Source: an optimization exercise on an open RTL-to-GDS flow (aim: small area). Production flows keep margins and buffers that such runs may drop. In this exercise RTL edits were held to simulation tests only and were not proved equivalent to the original. Power and IR drop assume default switching activity.

== job 4866 ==
// top
module top(
	clk,
	n_rst,
	bt,
	btstar,
	led
);
input clk;
input n_rst;
input [9:0] bt;
input btstar;
output led;
wire [9:0] bt_w;
wire btstar_w;
wire open_w;
bd_if u_bd_if(
    .clk(clk),
    .n_rst(n_rst),
    .bt_i(bt),
    .btstar_i(btstar),
    .led_i(open_w),
    .bt_o(bt_w),
    .btstar_o(btstar_w),
    .led_o(led)
);
doorlock_hdl u_doorlock(
    .clk(clk),
    .n_rst(n_rst),
    .bt(bt_w),
    .btstar(btstar_w),
    .opened(open_w)
);
endmodule
Size: ~14 I/O pins.
Settings: LEC_CHECK=0, CAP_MARGIN=20, CORE_MARGIN=2, CORE_UTILIZATION=70, SLEW_MARGIN=20; clock period 10.0 ns.
standard.sh (not shown) runs the stock make flow with config.mk's settings and CLKGATE_MAP_FILE= SYNTH_SCRIPT=/design/flow/synth_recipe.tcl, a recipe that flattens the netlist after the stock synthesis.
==> flow/flow/run.sh <==
#!/bin/bash
# The standard layout (standard.sh) with three changes:
# - after the standard synthesis, its combinational logic is re-mapped by
#   flow/reopt.ys (registers untouched), and the layout continues from that;
# - the port buffers are the smallest buffer (BUFFER_PORTS_ARGS);
# - clock tree synthesis inserts no dummy loads and uses small clusters
#   of small buffers (CTS_ARGS).
# Each tool's output goes to a log file in this folder.
set -euo pipefail
export BUFFER_PORTS_ARGS="-buffer_cell sky130_fd_sc_hd__buf_1"
export CTS_ARGS="-sink_clustering_enable -repair_clock_nets -dont_use_dummy_load -buf_list {sky130_fd_sc_hd__clkbuf_4} -sink_clustering_size 8 -sink_clustering_max_diameter 30"
R=$PWD/orfs/results/$FLOW_PLATFORM/top/base
LIB=$FLOW_HOME/platforms/$FLOW_PLATFORM/lib/sky130_fd_sc_hd__tt_025C_1v80.lib
YOSYS=$(command -v yosys || echo $FLOW_HOME/../tools/install/yosys/bin/yosys)
bash standard.sh $R/1_2_yosys.v > synth.log 2>&1
cp $R/1_2_yosys.v standard_1_2_yosys.v
sed -e "s#LIBFILE#$LIB#g; s#IN_NETLIST#$PWD/standard_1_2_yosys.v#; s#OUT_NETLIST#$PWD/reopt_1_2_yosys.v#" flow/reopt.ys > reopt_run.ys
"$YOSYS" -s reopt_run.ys > reopt.log 2>&1
cp reopt_1_2_yosys.v $R/1_2_yosys.v
bash standard.sh > standard.log 2>&1
==> flow/flow/reopt.ys <==
# Re-map the combinational logic of the standard synthesis netlist with a
# stronger area-oriented ABC script. Flip-flops (and tie cells) are kept as
# black boxes, so every register keeps its name and cell type.
read_liberty -ignore_miss_func LIBFILE
read_verilog IN_NETLIST
hierarchy -top top
setattr -mod -set blackbox 1 sky130_fd_sc_hd__df* sky130_fd_sc_hd__sdf* sky130_fd_sc_hd__edf* sky130_fd_sc_hd__sedf* sky130_fd_sc_hd__dl* sky130_fd_sc_hd__conb_1
flatten -noscopeinfo
opt_clean
abc -liberty LIBFILE -dont_use sky130_fd_sc_hd__probe_p_8 -dont_use sky130_fd_sc_hd__probec_p_8 -dont_use sky130_fd_sc_hd__lpflow_* -script +strash;&get,-n;&dch,-f;&nf,-a,-R,1000;&put
opt_clean -purge
hierarchy -top top
rename -enumerate
hilomap -singleton -hicell sky130_fd_sc_hd__conb_1 HI -locell sky130_fd_sc_hd__conb_1 LO
insbuf -buf sky130_fd_sc_hd__buf_4 A X
opt_clean -purge
tee -o reopt_stat.txt stat -liberty LIBFILE
write_verilog -noattr -noexpr -nohex -nodec OUT_NETLIST
Job 4866 went all the way through synthesis, placement and routing and the layout is clean on timing, DRC and antenna.
## Diff of input files: job 239 against job 4866
# job 4866
export LEC_CHECK = 0
export CAP_MARGIN = 20
export CORE_MARGIN = 2
export CORE_UTILIZATION = 70
export SLEW_MARGIN = 20
create_clock -name core_clock -period 10.0 [get_ports {clk}]
# job 239
export LEC_CHECK = 0
export CAP_MARGIN = 20
export CORE_MARGIN = 2
export CORE_UTILIZATION = 85
export SLEW_MARGIN = 20
create_clock -name core_clock -period 10.0 [get_ports {clk}]
--- a/flow/flow/run.sh
+++ b/flow/flow/run.sh
@@ -10,3 +10,3 @@
 export BUFFER_PORTS_ARGS="-buffer_cell sky130_fd_sc_hd__buf_1"
-export CTS_ARGS="-sink_clustering_enable -repair_clock_nets -dont_use_dummy_load -buf_list {sky130_fd_sc_hd__clkbuf_4} -sink_clustering_size 8 -sink_clustering_max_diameter 30"
+export CTS_ARGS="-sink_clustering_enable -repair_clock_nets -dont_use_dummy_load -buf_list {sky130_fd_sc_hd__clkbuf_4} -sink_clustering_size 10 -sink_clustering_max_diameter 40"
 R=$PWD/orfs/results/$FLOW_PLATFORM/top/base
Findings:
Job 239: it failed during 3_5_place_dp, and the tool reported DPL-0033. Relative to job 4866, the final estimated routing congestion in global placement measured on job 239 has decreased by a little under 10%. From job 4866 to job 239 the numbers moved as follows: post-DP HPWL picked up an extra about 60%; die width went down by 8.9 um. Count of standard-cell rows (job 239 vs. job 4866) decreases by more than 10%.
Edits applied to the flow inputs when going from job 239 to job 236:
# job 239
export LEC_CHECK = 0
export CAP_MARGIN = 20
export CORE_MARGIN = 2
export CORE_UTILIZATION = 85
export SLEW_MARGIN = 20
create_clock -name core_clock -period 10.0 [get_ports {clk}]
# job 236
export LEC_CHECK = 0
export CAP_MARGIN = 20
export CORE_MARGIN = 2
export CORE_UTILIZATION = 70
export SLEW_MARGIN = 20
create_clock -name core_clock -period 10.0 [get_ports {clk}]
--- a/flow/flow/run.sh
+++ b/flow/flow/run.sh
@@ -10,3 +10,3 @@
 export BUFFER_PORTS_ARGS="-buffer_cell sky130_fd_sc_hd__buf_1"
-export CTS_ARGS="-sink_clustering_enable -repair_clock_nets -dont_use_dummy_load -buf_list {sky130_fd_sc_hd__clkbuf_4} -sink_clustering_size 10 -sink_clustering_max_diameter 40"
+export CTS_ARGS="-sink_clustering_enable -repair_clock_nets -dont_use_dummy_load -buf_list {sky130_fd_sc_hd__clkbuf_8} -sink_clustering_size 20 -sink_clustering_max_diameter 50"
 R=$PWD/orfs/results/$FLOW_PLATFORM/top/base
--- outcome ---
- In the reports for job 236 and job 239, the larger initial cell density of the core belongs to job 239.
- Per the comparison of job 236 with job 239, standard-cell row count went up, routability congestion estimate went up, top-level I/O count did not really move.
- Job 236 has completed all stages; timing, DRC and antenna checks passed.
- Job 239 failed in 3_5_place_dp with DPL-0033.
## Diff of input files: job 8336 against job 236
--- a/flow/flow/run.sh
+++ b/flow/flow/run.sh
@@ -10,3 +10,3 @@
 export BUFFER_PORTS_ARGS="-buffer_cell sky130_fd_sc_hd__buf_1"
-export CTS_ARGS="-sink_clustering_enable -repair_clock_nets -dont_use_dummy_load -buf_list {sky130_fd_sc_hd__clkbuf_8} -sink_clustering_size 20 -sink_clustering_max_diameter 50"
+export CTS_ARGS="-sink_clustering_enable -repair_clock_nets -dont_use_dummy_load -buf_list {sky130_fd_sc_hd__clkbuf_4} -sink_clustering_size 10 -sink_clustering_max_diameter 40"
 R=$PWD/orfs/results/$FLOW_PLATFORM/top/base
--- a/flow/flow/reopt.ys
+++ b/flow/flow/reopt.ys
@@ -9,3 +9,3 @@
 opt_clean
-abc -liberty LIBFILE -dont_use sky130_fd_sc_hd__probe_p_8 -dont_use sky130_fd_sc_hd__probec_p_8 -dont_use sky130_fd_sc_hd__lpflow_* -script +strash;&get,-n;&dch,-f;&nf,-a,-R,1000;&put
+abc -liberty LIBFILE -dont_use sky130_fd_sc_hd__probe_p_8 -dont_use sky130_fd_sc_hd__probec_p_8 -dont_use sky130_fd_sc_hd__lpflow_* -script +strash;dc2;dc2;&get,-n;&dch,-f;&nf,-a,-R,1000;&dch,-f;&nf,-a,-R,1000;&put;mfs3,-a
 opt_clean -purge
### Flow results
Job 8336 against job 236: largest net degree at the start of global routing shows a reduction of about 13%; part of the cycle the worst path needs shows an increase of 0.73 points; internal power of the cells shows a reduction of 2.7%.
Summary of job 8336 over job 236: number of instances in the synthesized netlist shows a reduction of about 1.1%; y dimension of the die shows a reduction of 0.34%; area of the multi-input gates shows a reduction of about 3%.
Share of the core filled with cells: job 8336 vs job 236 down 0.39 points
When job 8336 is set beside job 236, its post-place setup slack turns out to be 0.089 ns larger.
The routed wire length of job 8336 and that of job 236 are within noise of each other.
Starting utilization of the core area: job 8336 lower than job 236
Comparing job 8336 and job 236, the lower number of violations reported at the end of detailed-routing iteration 0 was measured on job 8336.

========
## the previous run
The RTL this note starts from:
==> flow/design.v <==
module debounc_1 (
	clk,
	n_rst,
	din,
	rise
);
input clk;
input n_rst;
input din;
output rise;
localparam [14:0] LOAD = 15'h1484;
reg [14:0] cnt;
reg din_d1;
reg dout_d1;
wire restart = din ^ din_d1;
wire idle = ~|cnt[13:0];
wire zero = idle & ~cnt[14];
wire [14:0] cnt_step = {cnt[13:0], ~(cnt[14] ^ cnt[7]) & ~idle};
assign rise = zero & din_d1 & ~dout_d1;
always @(posedge clk or negedge n_rst)
	if(!n_rst) begin
		din_d1 <= 1'b0;
		cnt <= 15'h0;
		dout_d1 <= 1'b0;
	end
	else begin
		din_d1 <= din;
		cnt <= restart ? LOAD : cnt_step;
		if (zero) dout_d1 <= din_d1;
	end
endmodule
module debounc_2 (
	clk,
	n_rst,
	din,
	rise
);
input clk;
input n_rst;
input din;
output rise;
localparam [14:0] LOAD = 15'h1484;
localparam [14:0] LOAD_NEXT = 15'h2908;
reg [14:0] cnt;
reg din_d1;
reg dnext;
reg up;
wire restart = din ^ din_d1;
wire idle = ~|cnt[13:0];    
wire [14:0] cnt_step = {cnt[13:0], ~(cnt[14] ^ cnt[7]) & ~idle};
wire start = idle & restart;
assign rise = up & (cnt == LOAD_NEXT);
always @(posedge clk or negedge n_rst)
	if(!n_rst) begin
		din_d1 <= 1'b0;
		cnt <= 15'h0;
		dnext <= 1'b0;
		up <= 1'b0;
	end
	else begin
		din_d1 <= din;
		cnt <= cnt_step | ({15{start}} & LOAD);
		if (start) begin
			dnext <= din;
			up <= din & ~dnext;
		end
	end
endmodule
module debounc_3 (
	clk,
	n_rst,
	din,
	rise
);
input clk;
input n_rst;
input din;
output rise;
localparam [14:0] LOAD = 15'h1484;
reg [14:0] cnt;
reg din_d1;
reg dout_d1;
wire restart = din ^ din_d1;
wire idle = ~|cnt[13:0];
wire zero = idle & ~cnt[14];
wire [14:0] cnt_step = {cnt[13:0], ~(cnt[14] ^ cnt[7]) & ~idle};
assign rise = zero & din_d1 & ~dout_d1;
always @(posedge clk or negedge n_rst)
	if(!n_rst) begin
		din_d1 <= 1'b0;
		cnt <= 15'h0;
		dout_d1 <= 1'b0;
	end
	else begin
		din_d1 <= din;
		cnt <= cnt_step | ({15{idle & restart}} & LOAD);
		if (zero) dout_d1 <= din_d1;
	end
endmodule
module edge_det_p(
    clk,
    n_rst,
    b0,
    b0_on
);
input clk;
input n_rst;
input b0;
output b0_on;
reg b0_d1;
always @(posedge clk or negedge n_rst)
if(!n_rst) begin
    b0_d1 <= 1'b0;
end
else begin
    b0_d1 <= b0;
end
assign b0_on = b0 & ~b0_d1;
endmodule
module led(
  clk,
  n_rst,
  din,
  dout
  );
input clk;
input n_rst;
input din;
output dout;
localparam [19:0] LOAD = 20'h5665;
reg [19:0] counter;
wire idle = ~|counter[18:0];    
wire [19:0] step = {counter[18:0], ~(counter[19] ^ counter[16]) & ~idle};
always @(posedge clk or negedge n_rst)
  if (!n_rst) counter <= 20'h0;
  else counter <= din ? LOAD : step;
assign dout = ~idle;
endmodule
module doorlock_hdl(
  clk,
  n_rst,
  bt,
  btstar,
  opened
);
input clk;
input n_rst;
input [9:0] bt;
input btstar;
output opened;
parameter S_IDLE = 3'h0;
parameter S_FIRST = 3'h1;
parameter S_SEC = 3'h3;
parameter S_LAST = 3'h6;
parameter S_OPEN = 3'h4;
parameter S_FAKE = 3'h2;
parameter S_IDLE_O = 3'h5;
reg [2:0] c_state, n_state;
wire bt_any = |bt;
always @(posedge clk or negedge n_rst)
  if(!n_rst) c_state <= S_IDLE;
  else c_state <= n_state;
always @(*)
  case (c_state)
    S_IDLE, S_IDLE_O : n_state = bt[1] ? S_FIRST : S_IDLE;
    S_FIRST : n_state = bt[2] ? S_SEC : (btstar | bt_any) ? S_IDLE : S_FIRST;
    S_SEC : n_state = bt[7] ? S_LAST : btstar ? S_IDLE : bt_any ? S_FAKE : S_SEC;
    S_LAST : n_state = btstar ? S_OPEN : bt[7] ? S_LAST : bt_any ? S_FAKE : S_LAST;
    S_OPEN : n_state = S_IDLE_O;
    S_FAKE : n_state = bt[7] ? S_LAST : btstar ? S_IDLE : S_FAKE;
    default : n_state = S_IDLE;
  endcase
assign opened = (c_state == S_IDLE_O);
endmodule
module bd_if(
  clk,
  n_rst,
  bt_i,
  btstar_i,
  led_i,
  bt_o,
  btstar_o,
  led_o
  );
input clk;
input n_rst;
input [9:0] bt_i;
input btstar_i;
input led_i;
output [9:0] bt_o;
output btstar_o;
output led_o;
debounc_1 u_debounc0(.clk(clk), .n_rst(n_rst), .din(bt_i[0]), .rise(bt_o[0]));
debounc_1 u_debounc1(.clk(clk), .n_rst(n_rst), .din(bt_i[1]), .rise(bt_o[1]));
debounc_2 u_debounc2(.clk(clk), .n_rst(n_rst), .din(bt_i[2]), .rise(bt_o[2]));
debounc_2 u_debounc3(.clk(clk), .n_rst(n_rst), .din(bt_i[3]), .rise(bt_o[3]));
debounc_2 u_debounc4(.clk(clk), .n_rst(n_rst), .din(bt_i[4]), .rise(bt_o[4]));
debounc_2 u_debounc5(.clk(clk), .n_rst(n_rst), .din(bt_i[5]), .rise(bt_o[5]));
debounc_3 u_debounc6(.clk(clk), .n_rst(n_rst), .din(bt_i[6]), .rise(bt_o[6]));
debounc_3 u_debounc7(.clk(clk), .n_rst(n_rst), .din(bt_i[7]), .rise(bt_o[7]));
debounc_3 u_debounc8(.clk(clk), .n_rst(n_rst), .din(bt_i[8]), .rise(bt_o[8]));
debounc_3 u_debounc9(.clk(clk), .n_rst(n_rst), .din(bt_i[9]), .rise(bt_o[9]));
edge_det_p u_edgedet_pstar(.clk(clk), .n_rst(n_rst), .b0(~btstar_i), .b0_on(btstar_o));
led u_led(.clk(clk), .n_rst(n_rst), .din(led_i), .dout(led_o));
endmodule
module top(
	clk,
	n_rst,
	bt,
	btstar,
	led
);
input clk;
input n_rst;
input [9:0] bt;
input btstar;
output led;
wire [9:0] bt_w;
wire btstar_w;
wire open_w;
bd_if u_bd_if(
    .clk(clk),
    .n_rst(n_rst),
    .bt_i(bt),
    .btstar_i(btstar),
    .led_i(open_w),
    .bt_o(bt_w),
    .btstar_o(btstar_w),
    .led_o(led)
);
doorlock_hdl u_doorlock(
    .clk(clk),
    .n_rst(n_rst),
    .bt(bt_w),
    .btstar(btstar_w),
    .opened(open_w)
);
endmodule
export LEC_CHECK = 0
export CAP_MARGIN = 20
export CORE_MARGIN = 2
export CORE_UTILIZATION = 70
export SLEW_MARGIN = 20
create_clock -name core_clock -period 10.0 [get_ports {clk}]
==> flow/flow/run.sh <==
#!/bin/bash
# The standard layout (standard.sh) with three changes:
# - after the standard synthesis, its combinational logic is re-mapped by
#   flow/reopt.ys (registers untouched), and the layout continues from that;
# - the port buffers are the smallest buffer (BUFFER_PORTS_ARGS);
# - clock tree synthesis inserts no dummy loads and uses small clusters
#   of small buffers (CTS_ARGS).
# Each tool's output goes to a log file in this folder.
set -euo pipefail
export BUFFER_PORTS_ARGS="-buffer_cell sky130_fd_sc_hd__buf_1"
export CTS_ARGS="-sink_clustering_enable -repair_clock_nets -dont_use_dummy_load -buf_list {sky130_fd_sc_hd__clkbuf_8} -sink_clustering_size 20 -sink_clustering_max_diameter 50"
R=$PWD/orfs/results/$FLOW_PLATFORM/top/base
LIB=$FLOW_HOME/platforms/$FLOW_PLATFORM/lib/sky130_fd_sc_hd__tt_025C_1v80.lib
YOSYS=$(command -v yosys || echo $FLOW_HOME/../tools/install/yosys/bin/yosys)
bash standard.sh $R/1_2_yosys.v > synth.log 2>&1
cp $R/1_2_yosys.v standard_1_2_yosys.v
sed -e "s#LIBFILE#$LIB#g; s#IN_NETLIST#$PWD/standard_1_2_yosys.v#; s#OUT_NETLIST#$PWD/reopt_1_2_yosys.v#" flow/reopt.ys > reopt_run.ys
"$YOSYS" -s reopt_run.ys > reopt.log 2>&1
cp reopt_1_2_yosys.v $R/1_2_yosys.v
bash standard.sh > standard.log 2>&1
==> flow/flow/reopt.ys <==
# Re-map the combinational logic of the standard synthesis netlist with a
# stronger area-oriented ABC script. Flip-flops (and tie cells) are kept as
# black boxes, so every register keeps its name and cell type.
read_liberty -ignore_miss_func LIBFILE
read_verilog IN_NETLIST
hierarchy -top top
setattr -mod -set blackbox 1 sky130_fd_sc_hd__df* sky130_fd_sc_hd__sdf* sky130_fd_sc_hd__edf* sky130_fd_sc_hd__sedf* sky130_fd_sc_hd__dl* sky130_fd_sc_hd__conb_1
flatten -noscopeinfo
opt_clean
abc -liberty LIBFILE -dont_use sky130_fd_sc_hd__probe_p_8 -dont_use sky130_fd_sc_hd__probec_p_8 -dont_use sky130_fd_sc_hd__lpflow_* -script +strash;dc2;dc2;&get,-n;&dch,-f;&nf,-a,-R,1000;&dch,-f;&nf,-a,-R,1000;&put;mfs3,-a
opt_clean -purge
hierarchy -top top
rename -enumerate
hilomap -singleton -hicell sky130_fd_sc_hd__conb_1 HI -locell sky130_fd_sc_hd__conb_1 LO
insbuf -buf sky130_fd_sc_hd__buf_4 A X
opt_clean -purge
tee -o reopt_stat.txt stat -liberty LIBFILE
write_verilog -noattr -noexpr -nohex -nodec OUT_NETLIST
Input-level comparison between the current run and the previous run:
-- flow/flow/run.sh --
<<< the previous run, line 11
export CTS_ARGS="-sink_clustering_enable -repair_clock_nets -dont_use_dummy_load -buf_list {sky130_fd_sc_hd__clkbuf_8} -sink_clustering_size 20 -sink_clustering_max_diameter 50"
>>> the current run, line 11
export CTS_ARGS="-sink_clustering_enable -repair_clock_nets -dont_use_dummy_load -buf_list {sky130_fd_sc_hd__clkbuf_4 sky130_fd_sc_hd__clkbuf_8} -sink_clustering_size 10 -sink_clustering_max_diameter 40"
==> run notes <==
- From the current run to the previous run, final period demand of the worst path did not move at all.
- Comparing the current run against the previous run, there is no change at all in count of multi-input gates.
- From the current run to the previous run, post-cts resize count did not move at all.
- Number of nets with antenna violations after detailed routing delta (the current run -> the previous run): insignificant
- ~same routed wire length in the previous run and the current run
- Diff the previous run..the current run | number of buffers inserted during clock tree synthesis | unchanged
- Reported for the previous run and the current run, internal power of the cells turned out identical to the last digit.
- The current run against the previous run: power essentially unchanged; slew at the pin closest to its max-slew limit essentially unchanged; via count essentially unchanged; cell area essentially unchanged.

[afterwards: timing with drivers on the ports]
The flow's constraints put no driver on any port. The routed layouts listed below were extracted and timed again, unchanged, in two steps. Step 1, drivers: a clkbuf_16 drives clk and a buf_2 each remaining input, both assumed. Step 2 times the ports against the registers' clock, not the clock port: input delays grow and output delays shrink by t, the midpoint of the rising clock arrivals with the driver on. a / b / c = ideal ports / drivers / drivers and shift; a / b = the first two.
| run | t, ns | setup WS [ns] | hold slack, ns | latest minus earliest clock arrival (ns) |
|---|---|---|---|---|
| job 4866 | 0.556 | 6.216 / 6.184 / 6.706 | 0.354 / 0.354 / 0.354 | 0.041 / 0.041 |
| job 236 | 0.496 | 6.267 / 6.236 / 6.705 | 0.344 / 0.344 / 0.344 | 0.040 / 0.041 |
| job 8336 | 0.589 | 6.194 / 6.163 / 6.524 | 0.353 / 0.353 / 0.353 | 0.085 / 0.084 |
| the previous run | 0.458 | 6.166 / 6.132 / 6.363 | 0.357 / 0.357 / 0.357 | 0.035 / 0.035 |
| the current run | 0.458 | 6.166 / 6.132 / 6.363 | 0.357 / 0.357 / 0.357 | 0.035 / 0.035 |
After both steps every run listed still meets setup and hold. Setup slack includes reset recovery checks.
